Context: an optimization exercise on an open-source flow, tuned for small area. The choices shown serve that exercise and are no tape-out recipe. At most, simulation tests tie the RTL to the original design; equivalence was not proved. No driver is modelled on the clock port, so clock power and skew are understated where the tree is cut down; a real chip needs a root buffer or a tree. Power and IR drop assume default switching activity.

// cq
module cq(input wire clk, reset, wr, rd, input wire[15:0] din, output wire empty, full, output wire[15:0] dout);
Settings: LEC_CHECK=0, CAP_MARGIN=20, CORE_MARGIN=2, CORE_UTILIZATION=70, CTS_BUF_LIST=sky130_fd_sc_hd__clkbuf_4, CTS_CLUSTER_SIZE=20, SLEW_MARGIN=20; clock period 5.0 ns.
standard.sh (not shown) runs the stock make flow with config.mk's settings and CLKGATE_MAP_FILE= SYNTH_SCRIPT=/design/flow/synth_recipe.tcl, a recipe that flattens the netlist after the stock synthesis.
==> flow/flow/run.sh <==
#!/bin/bash
# Standard ORFS layout, with the port buffers made as sky130_fd_sc_hd__buf_1
# and a clock tree without dummy loads.
set -euo pipefail
bash standard.sh synth > synth.log 2>&1
export BUFFER_PORTS_ARGS="-buffer_cell sky130_fd_sc_hd__buf_1"
export CTS_ARGS="-sink_clustering_enable -repair_clock_nets -dont_use_dummy_load -buf_list sky130_fd_sc_hd__clkbuf_16 -sink_clustering_size 60 -sink_clustering_max_diameter 300"
bash standard.sh > layout.log 2>&1
The first run passed the timing, DRC and antenna checks.
Edit:
==> flow/flow/run.sh (replaced) <==
#!/bin/bash
# Standard ORFS layout, with the port buffers made as sky130_fd_sc_hd__buf_1.
set -euo pipefail
bash standard.sh synth > synth.log 2>&1
BUFFER_PORTS_ARGS="-buffer_cell sky130_fd_sc_hd__buf_1" bash standard.sh > layout.log 2>&1
Effect: The changed run produced a clean layout. Non-clock buffer count does not change. Routed wire length goes down by a few percent. Total power goes down by roughly a tenth. Hold slack gains 0.014 ns. Clock skew stays flat. Synthesized cell count does not change. Final area goes down by a few percent. Core utilization goes down by 2.5 points. Count of clock-buffer cells in the layout goes up by 2.
Edit:
==> flow/run.sh (new file) <==
#!/bin/bash
# synth_recipe.tcl (not shown) runs the flow's synth.tcl, then flattens the netlist and writes it again
# the make line also repeats each setting of config.mk as NAME=value (left out here)
make -C /OpenROAD-flow-scripts/flow DESIGN_CONFIG=/design/flow/config.mk WORK_HOME=/design/flow/orfs CLKGATE_MAP_FILE= SYNTH_SCRIPT=/design/flow/synth_recipe.tcl finish
Settings changed: CORE_UTILIZATION 70 to 60, CTS_BUF_LIST sky130_fd_sc_hd__clkbuf_4 to sky130_fd_sc_hd__clkbuf_8, CTS_CLUSTER_SIZE 20 to 30.
removed: flow/flow/run.sh
removed: flow/standard.sh
Cell count came out higher by 5.9%.
Count of clock-buffer cells in the layout came out lower by 2.
Final area came out higher by about 9%.
Edit:
==> flow/flow/run.sh (new file) <==
#!/bin/bash
# Standard ORFS layout, with the port buffers made as sky130_fd_sc_hd__buf_1
# and a clock tree without dummy loads.
set -euo pipefail
bash standard.sh synth > synth.log 2>&1
export BUFFER_PORTS_ARGS="-buffer_cell sky130_fd_sc_hd__buf_1"
export CTS_ARGS="-sink_clustering_enable -repair_clock_nets -dont_use_dummy_load -buf_list sky130_fd_sc_hd__clkbuf_8 -sink_clustering_size 30"
bash standard.sh > layout.log 2>&1
==> flow/standard.sh (new file) <==
#!/bin/bash
# synth_recipe.tcl (not shown) runs the flow's synth.tcl, then flattens the netlist and writes it again
# the make line also repeats each setting of config.mk as NAME=value (left out here)
make -C /OpenROAD-flow-scripts/flow DESIGN_CONFIG=/design/flow/config.mk WORK_HOME=/design/flow/orfs CLKGATE_MAP_FILE= SYNTH_SCRIPT=/design/flow/synth_recipe.tcl "${@:-finish}"
Settings changed: CORE_UTILIZATION 60 to 70, CTS_BUF_LIST sky130_fd_sc_hd__clkbuf_8 to sky130_fd_sc_hd__clkbuf_4, CTS_CLUSTER_SIZE 30 to 20.
removed: flow/run.sh
Outcome: The new run passed the timing, DRC and antenna checks; via count rises by 1.8%; first-iteration DRC count rises by 3.2%; power went down by 15%; synthesized area is unchanged; wire length climbs by 6.2%; count of clock-buffer cells in the layout does not change.
No run of this note included a check of the RTL's function; only the layout flow was run.

== the reference run ==
cq, a different RTL version from the one above (not shown whole).
Size in the first run: ~200 cells after synthesis, roughly 38 I/O pins, roughly 4100 um^2 of cells after synthesis.
==> flow/config.mk <==
export PLATFORM = sky130hd
export DESIGN_NAME = cq
export DESIGN_NICKNAME = cq
export VERILOG_FILES = /design/flow/design.v
export SDC_FILE = /design/flow/constraint.sdc
export NUM_CORES = 4
export LEC_CHECK = 0
export CAP_MARGIN = 0
export CORE_MARGIN = 2
export CORE_UTILIZATION = 55
export SLEW_MARGIN = 0
export SYNTH_HIERARCHICAL = 1
==> flow/constraint.sdc <==
create_clock -name core_clock -period 5.0 [get_ports {clk}]
set_input_delay 1.0000 -clock core_clock [delete_from_list [all_inputs] [get_ports {clk}]]
set_output_delay 1.0000 -clock core_clock [all_outputs]
set_load 0.01 [all_outputs]
==> flow/flow/run.sh <==
#!/bin/bash
# Standard ORFS layout, with the port buffers made as sky130_fd_sc_hd__buf_1
# and a clock tree of sky130_fd_sc_hd__clkbuf_4 without dummy loads.
set -euo pipefail
bash standard.sh synth > synth.log 2>&1
export BUFFER_PORTS_ARGS="-buffer_cell sky130_fd_sc_hd__buf_1"
export CTS_ARGS="-sink_clustering_enable -repair_clock_nets -dont_use_dummy_load -buf_list sky130_fd_sc_hd__clkbuf_4"
bash standard.sh > layout.log 2>&1
The reference run was carried through to the last stage, and its layout satisfied the timing, DRC and antenna checks.
Setup changes, the reference run to the trial run
- SLEW_MARGIN now 20, was 0
- CAP_MARGIN now 20, was 0
- The trial run | stages: all done | timing, DRC, antenna: all pass
- Diff the reference run..the trial run | worst max-slew margin expressed relative to the limit | unchanged
- Highest achievable clock rate across the reference run and the trial run: no real change.
- Routability-driven placement congestion ratio: the reference run vs the trial run — no meaningful difference
- [compare] base=the reference run new=the trial run: first-pass GRT wire length neither gained nor lost much, minimum clock period after layout neither gained nor lost much.

Another version of the RTL of cq (not shown whole).
Size: roughly 200 cells after synthesis, ~120 flip-flops, about 38 I/O pins.
==> flow/design.v (excerpt) <==
module cq(input wire clk, reset, wr, rd, input wire[15:0] din, output wire empty, full, output wire[15:0] dout);
==> flow/config.mk <==
export PLATFORM = sky130hd
export DESIGN_NAME = cq
export DESIGN_NICKNAME = cq
export VERILOG_FILES = /design/flow/design.v
export SDC_FILE = /design/flow/constraint.sdc
export NUM_CORES = 4
export LEC_CHECK = 0
export CAP_MARGIN = 20
export CORE_MARGIN = 2
export CORE_UTILIZATION = 55
export SLEW_MARGIN = 20
export SYNTH_HIERARCHICAL = 1
==> flow/constraint.sdc <==
create_clock -name core_clock -period 5.0 [get_ports {clk}]
set_input_delay 1.0000 -clock core_clock [delete_from_list [all_inputs] [get_ports {clk}]]
set_output_delay 1.0000 -clock core_clock [all_outputs]
set_load 0.01 [all_outputs]
==> flow/flow/run.sh <==
#!/bin/bash
# Standard ORFS layout, with the port buffers made as sky130_fd_sc_hd__buf_1
# and a clock tree built by flow/cts_pre.tcl (see there).
set -euo pipefail
here=$(pwd)
bash standard.sh synth > synth.log 2>&1
export BUFFER_PORTS_ARGS="-buffer_cell sky130_fd_sc_hd__buf_1"
export PRE_CTS_TCL="$here/flow/cts_pre.tcl"
bash standard.sh > layout.log 2>&1
==> flow/flow/cts_pre.tcl <==
# Sourced by ORFS's cts.tcl before clock_tree_synthesis (PRE_CTS_TCL).
# Builds the clock tree here: the flip-flops are split by place into
# balanced groups, each driven by one clock inverter at its centre, and the
# group inverters are driven by one root inverter fed by the clock port.
# TritonCTS and repair_clock_inverters are then skipped.
source [file join [file dirname [info script]] mytree.tcl]
mytree 7 sky130_fd_sc_hd__clkinv_4 sky130_fd_sc_hd__clkinv_8
set_propagated_clock [all_clocks]
# The tree is made of inverters: keep repair_clock_inverters from cloning them.
proc repair_clock_inverters {args} {
  puts "clock inverters placed by cts_pre.tcl; repair_clock_inverters skipped"
}
proc clock_tree_synthesis {args} {
  puts "clock tree built by cts_pre.tcl; clock_tree_synthesis skipped"
}
==> flow/flow/mytree.tcl <==
proc outterm {inst} {
  foreach it [$inst getITerms] {
    if {[$it isOutputSignal]} { return $it }
  }
}

# Manual clock tree: cluster the flip-flops by place into K groups (k-means),
# give each group a clock buffer at its centre, and drive the group buffers
# from one root buffer next to the clock port.
proc mytree {K leafcell rootcell} {
  set block [ord::get_db_block]
  set db [ord::get_db]
  set clknet [$block findNet clk]
  set lm [$db findMaster $leafcell]
  set rm [$db findMaster $rootcell]
  set sinks {}
  foreach it [$clknet getITerms] {
    set inst [$it getInst]
    set bb [$inst getBBox]
    lappend sinks [list $it [expr {([$bb xMin]+[$bb xMax])/2.0}] [expr {([$bb yMin]+[$bb yMax])/2.0}]]
  }
  set n [llength $sinks]
  # k-means, seeded by sorting on y then x
  set sorted [lsort -real -index 2 $sinks]
  set cx {}; set cy {}
  for {set k 0} {$k < $K} {incr k} {
    set s [lindex $sorted [expr {int(($k + 0.5) * $n / $K)}]]
    lappend cx [lindex $s 1]; lappend cy [lindex $s 2]
  }
  for {set iter 0} {$iter < 50} {incr iter} {
    set asg {}
    foreach s $sinks {
      set best 0; set bd 1e30
      for {set k 0} {$k < $K} {incr k} {
        set d [expr {abs([lindex $s 1]-[lindex $cx $k]) + abs([lindex $s 2]-[lindex $cy $k])}]
        if {$d < $bd} {set bd $d; set best $k}
      }
      lappend asg $best
    }
    set sx [lrepeat $K 0.0]; set sy [lrepeat $K 0.0]; set cnt [lrepeat $K 0]
    foreach s $sinks a $asg {
      lset sx $a [expr {[lindex $sx $a] + [lindex $s 1]}]
      lset sy $a [expr {[lindex $sy $a] + [lindex $s 2]}]
      lset cnt $a [expr {[lindex $cnt $a] + 1}]
    }
    for {set k 0} {$k < $K} {incr k} {
      if {[lindex $cnt $k] > 0} {
        lset cx $k [expr {[lindex $sx $k] / [lindex $cnt $k]}]
        lset cy $k [expr {[lindex $sy $k] / [lindex $cnt $k]}]
      }
    }
  }
  # balance: move the sinks farthest from their centre out of clusters over
  # capacity into the nearest cluster with room
  set cap [expr {int(ceil(double($n) / $K))}]
  for {set pass 0} {$pass < 200} {incr pass} {
    set over -1
    for {set k 0} {$k < $K} {incr k} { if {[lindex $cnt $k] > $cap} { set over $k; break } }
    if {$over < 0} break
    set far -1; set fd -1
    set i 0
    foreach s $sinks a $asg {
      if {$a == $over} {
        set d [expr {abs([lindex $s 1]-[lindex $cx $a]) + abs([lindex $s 2]-[lindex $cy $a])}]
        set bd 1e30
        for {set k 0} {$k < $K} {incr k} {
          if {[lindex $cnt $k] < $cap} {
            set dd [expr {abs([lindex $s 1]-[lindex $cx $k]) + abs([lindex $s 2]-[lindex $cy $k])}]
            if {$dd < $bd} { set bd $dd; set bk $k }
          }
        }
        set cost [expr {$bd - $d}]
        if {$far < 0 || $cost < $fd} { set far $i; set fd $cost; set fk $bk }
      }
      incr i
    }
    lset asg $far $fk
    lset cnt $over [expr {[lindex $cnt $over] - 1}]
    lset cnt $fk [expr {[lindex $cnt $fk] + 1}]
  }
  # recentre
  set sx [lrepeat $K 0.0]; set sy [lrepeat $K 0.0]
  foreach s $sinks a $asg {
    lset sx $a [expr {[lindex $sx $a] + [lindex $s 1]}]
    lset sy $a [expr {[lindex $sy $a] + [lindex $s 2]}]
  }
  for {set k 0} {$k < $K} {incr k} {
    lset cx $k [expr {[lindex $sx $k] / [lindex $cnt $k]}]
    lset cy $k [expr {[lindex $sy $k] / [lindex $cnt $k]}]
  }
  puts "mytree: cluster sizes $cnt"
  # root buffer at the centre of the leaf buffers
  set rx 0.0; set ry 0.0
  for {set k 0} {$k < $K} {incr k} { set rx [expr {$rx + [lindex $cx $k]/$K}]; set ry [expr {$ry + [lindex $cy $k]/$K}] }
  set root [odb::dbInst_create $block $rm "clkbuf_root"]
  $root setLocation [expr {int($rx)}] [expr {int($ry)}]
  $root setPlacementStatus PLACED
  set rnet [odb::dbNet_create $block "clknet_root"]
  $rnet setSigType CLOCK
  [$root findITerm A] connect $clknet
  [outterm $root] connect $rnet
  for {set k 0} {$k < $K} {incr k} {
    set b [odb::dbInst_create $block $lm "clkbuf_leaf_$k"]
    $b setLocation [expr {int([lindex $cx $k])}] [expr {int([lindex $cy $k])}]
    $b setPlacementStatus PLACED
    set net [odb::dbNet_create $block "clknet_leaf_$k"]
    $net setSigType CLOCK
    [$b findITerm A] connect $rnet
    [outterm $b] connect $net
    foreach s $sinks a $asg {
      if {$a == $k} {
        set it [lindex $s 0]
        $it disconnect
        $it connect $net
      }
    }
  }
}
Rerun with:
==> flow/flow/cts_pre.tcl (replaced) <==
# Sourced by ORFS's cts.tcl before clock_tree_synthesis (PRE_CTS_TCL).
# Builds the clock tree here: the flip-flops are split by place into
# balanced groups, each driven by one clock buffer at its centre, and the
# group buffers are driven by one root buffer fed by the clock port.
# TritonCTS is then skipped.
source [file join [file dirname [info script]] mytree.tcl]
mytree 6 sky130_fd_sc_hd__clkbuf_8 sky130_fd_sc_hd__clkbuf_4
set_propagated_clock [all_clocks]
proc clock_tree_synthesis {args} {
  puts "clock tree built by cts_pre.tcl; clock_tree_synthesis skipped"
}
--- a/flow/flow/mytree.tcl
+++ b/flow/flow/mytree.tcl
@@ -1,7 +1 @@
-proc outterm {inst} {
-  foreach it [$inst getITerms] {
-    if {[$it isOutputSignal]} { return $it }
-  }
-}
-
 # Manual clock tree: cluster the flip-flops by place into K groups (k-means),
@@ -100,3 +94,3 @@
   [$root findITerm A] connect $clknet
-  [outterm $root] connect $rnet
+  [$root findITerm X] connect $rnet
   for {set k 0} {$k < $K} {incr k} {
@@ -108,3 +102,3 @@
     [$b findITerm A] connect $rnet
-    [outterm $b] connect $net
+    [$b findITerm X] connect $net
     foreach s $sinks a $asg {
Outcome: Total power is higher by about 2.5%. Flip-flop and latch count does not change. Setup slack degrades by 210 ps. Clock power is higher by 16%. First-iteration DRC count barely changes. Register-to-register slack stays flat. Global-route usage barely changes.
No run of this note takes its clock network from TritonCTS; it comes from the design's own scripts or RTL.

[re-timing with driven ports]
The results above use ideal ports. As a check the final layouts listed here were re-extracted and re-timed, cells and wires unchanged. Step 1 assumes that a clkbuf_16 drives the clock port and a buf_2 every other input. Step 2 times the ports against the registers' clock, not the clock port: input delays grow and output delays shrink by t, the midpoint of the rising clock arrivals with the driver on. Slacks: ideal / step 1 / step 2; pairs: ideal / step 1.
| run | shift t [ns] | slack for setup (ns) | worst setup path after step 2 |
|---|---|---|---|
| the first run of note 1 | 0.426 | 2.056 / 2.022 / 1.818 | input to register |
| the second run of note 1 | 0.512 | 1.996 / 1.968 / 1.894 | input to register |
| the third run of note 1 | 0.438 | 1.726 / 1.694 / 1.818 | input to register |
| the fourth run of note 1 | 0.442 | 2.061 / 2.027 / 1.844 | input to register |
| the reference run | 0.482 | 1.763 / 1.734 / 2.055 | input to register |
| the trial run | 0.482 | 1.763 / 1.734 / 2.055 | input to register |
| the first run of note 3 | 0.264 | 1.877 / 1.827 / 2.090 | register to output |
| the second run of note 3 | 0.445 | 1.663 / 1.637 / 2.082 | register to output |
After both steps every run listed still meets setup and hold. For the first run of note 1, which loses most, drivers alone change the setup slack by -0.034 ns; drivers and shift together by -0.238 ns.
